This design comes from an exercise in tuning for small area, a short achievable clock period and few clock cycles per item on the open sky130 flow, not from production work.
The RTL was checked by simulation tests, not by an equivalence proof against the original design.

## build 41
// UT_TOP
module UT_TOP (
    clk,
    rst_n,
    in_valid,
    in_time,
    out_valid,
    out_display,
    out_day
);
input        clk, rst_n, in_valid;
input [30:0] in_time;
output reg       out_valid;
output reg [3:0] out_display;
output reg [2:0] out_day;
reg [9:0]  R;      
reg [21:0] L;      
reg [10:0] R2;     
reg [7:0]  B;      
reg [3:0]  C2;     
reg [2:0]  W;      
reg        y20;    
reg        jf;     
reg        busy;
reg [4:0]  k;      
function ge11;       
    input [10:0] t;
    input [10:0] K;
    reg   [15:0] g, e;
    integer i, w;
    begin
        for (i = 0; i < 16; i = i + 1) begin
            g[i] = (i < 11) ? (t[i] & ~K[i]) : 1'b0;
            e[i] = (i < 11) ? ~(t[i] ^ K[i]) : 1'b1;
        end
        for (w = 1; w < 16; w = w * 2)
            for (i = 0; i < 16; i = i + 2 * w) begin
                g[i] = g[i + w] | (e[i + w] & g[i]);
                e[i] = e[i + w] & e[i];
  ...
Settings: LEC_CHECK=0, ABC_AREA=1, CAP_MARGIN=20, CORE_MARGIN=2, CORE_UTILIZATION=40, CTS_BUF_LIST=sky130_fd_sc_hd__clkbuf_8, PLACE_DENSITY=0.8, SLEW_MARGIN=20; clock period 15.0 ns.
standard.sh (not shown) runs the stock make flow with config.mk's settings and CLKGATE_MAP_FILE= SYNTH_SCRIPT=/design/flow/synth_recipe.tcl, a recipe that flattens the netlist after the stock synthesis.
==> flow/flow/run.sh <==
#!/bin/bash
# The standard layout, with timing repair aiming at 11.1 ns of setup slack
# instead of 0, and the port buffers made with buf_1 cells; the clock and the
# constraints stay the design's.
set -o pipefail
bash standard.sh SETUP_SLACK_MARGIN=11.1 "BUFFER_PORTS_ARGS=-buffer_cell sky130_fd_sc_hd__buf_1" finish > standard.log 2>&1
Testbench counts of build 41, summed over its fixed seeds: cycles 55,200, items 2,400.
## Diff of input files: build 11 against build 41
Settings: removing PLACE_DENSITY (formerly 0.8).
- NOTE detailed-route vias per instance build 41->build 11 decreased by a few percent
- Detailed-route wire length in build 11 is about 0.7% below build 41.
- Per the comparison of build 11 with build 41, share of final layout cell area taken by clock buffers and inverters now sits lower, number of buffers other than clock buffers in the final layout grew by 6.1%.
- On final cycle utilization of the critical path: build 11 sits below build 41.
- From build 41 to build 11, post-synthesis simple-gate area fraction did not move at all.
- Build 41 → build 11: post-layout worst setup margin picked up an extra 0.030 ns, post-layout net count picked up an extra 4, global placer's final weighted congestion lost 5.1%, mean routed wirelength per cell lost 0.14 um.
- Utilization came out higher on build 11 than on build 41.
### build 11 -> build 49
Settings: putting SETUP_SLACK_MARGIN at 5 where nothing was set; putting PLACE_DENSITY at 0.8 where nothing was set.
==> flow/run.sh (new file) <==
#!/bin/bash
# synth_recipe.tcl (not shown) runs the flow's synth.tcl, then flattens the netlist and writes it again
# the make line also repeats each setting of config.mk as NAME=value (left out here)
make -C /OpenROAD-flow-scripts/flow DESIGN_CONFIG=/design/flow/config.mk WORK_HOME=/design/flow/orfs CLKGATE_MAP_FILE= SYNTH_SCRIPT=/design/flow/synth_recipe.tcl finish
removed: flow/flow/run.sh
removed: flow/standard.sh
==> comparison <==
- Build 49: all stages complete, timing, DRC and antenna checks passed
- Compared with build 11, build 49 shows a higher critical path depth.
- Compared with build 11, build 49 shows a global-route wire length before repair that is 0.88% lower.
- Summary: with build 11 as the reference, wire length on met3 in build 49 moved up by more than half.
- Measured slew at the worst slew-check pin, build 49 and build 11: larger value in build 49
- Summary of build 49 over build 11: routed length per instance decreased 3.9%, share of final-layout standard cells stronger than drive strength 1 decreased 6.5 points, design area decreased about 2.8%, core utilization decreased 1.3 points.
- Area overhead of the layout relative to synthesis was higher in the run labelled build 11.
- In build 49 relative to build 11, routed wire length had gone down by a few percent.
Edits applied to the flow inputs when going from build 49 to build 3:
Settings: removing SETUP_SLACK_MARGIN (formerly 5).
==> flow/flow/run.sh (new file) <==
#!/bin/bash
# The standard layout, with timing repair aiming at 11.1 ns of setup slack
# instead of 0, and the port buffers made with buf_1 cells, without the buffers that synthesis put in; the clock and the
# constraints stay the design's.
set -o pipefail
bash standard.sh SETUP_SLACK_MARGIN=11.1 "BUFFER_PORTS_ARGS=-buffer_cell sky130_fd_sc_hd__buf_1" REMOVE_ABC_BUFFERS=1 finish > standard.log 2>&1
==> flow/standard.sh (new file) <==
#!/bin/bash
# synth_recipe.tcl (not shown) runs the flow's synth.tcl, then flattens the netlist and writes it again
# the make line also repeats each setting of config.mk as NAME=value (left out here)
make -C /OpenROAD-flow-scripts/flow DESIGN_CONFIG=/design/flow/config.mk WORK_HOME=/design/flow/orfs CLKGATE_MAP_FILE= SYNTH_SCRIPT=/design/flow/synth_recipe.tcl "${@:-finish}"
removed: flow/run.sh
Findings:
- From build 49 to build 3, count of inverters not on the clock network in the layout did not move at all.
- Build 3 vs build 49 — placed standard-cell area dropped by a few percent
- Going from build 49 to build 3, time the worst path needs with I/O delays and setup -0.58 ns, critical path depth -4.3%.
- | total length of routed wires | build 3 vs build 49 | worse |
- Synthesis-to-finish area growth came out higher on build 3 than on build 49.

==> static timing again, ports no longer ideal <==
The flow's constraints put no driver on any port. The routed layouts listed below were extracted and timed again, unchanged, in two steps. Step 1 sets driving cells, clkbuf_16 on the clock port and buf_2 on the other inputs (assumed; they add their load-dependent delay and slew). Step 2 also shifts input and output timing later by t, the mid clock arrival at the registers, as if the neighbouring blocks saw the same clock. Three values: ideal ports, drivers, drivers and shift; two values: the first two.
run | shift t [ns] | slack for setup (ns) | hold slack, ns
build 41 | 0.413 | 11.122 / 11.085 / 11.260 | 0.441 / 0.441 / 0.441
build 11 | 0.405 | 11.152 / 11.118 / 11.252 | 0.453 / 0.453 / 0.453
build 49 | 0.400 | 10.487 / 10.487 / 10.487 | 0.458 / 0.458 / 0.458
build 3 | 0.392 | 11.065 / 11.065 / 11.065 | 0.454 / 0.454 / 0.454
After both steps setup and hold are still met in every run listed.
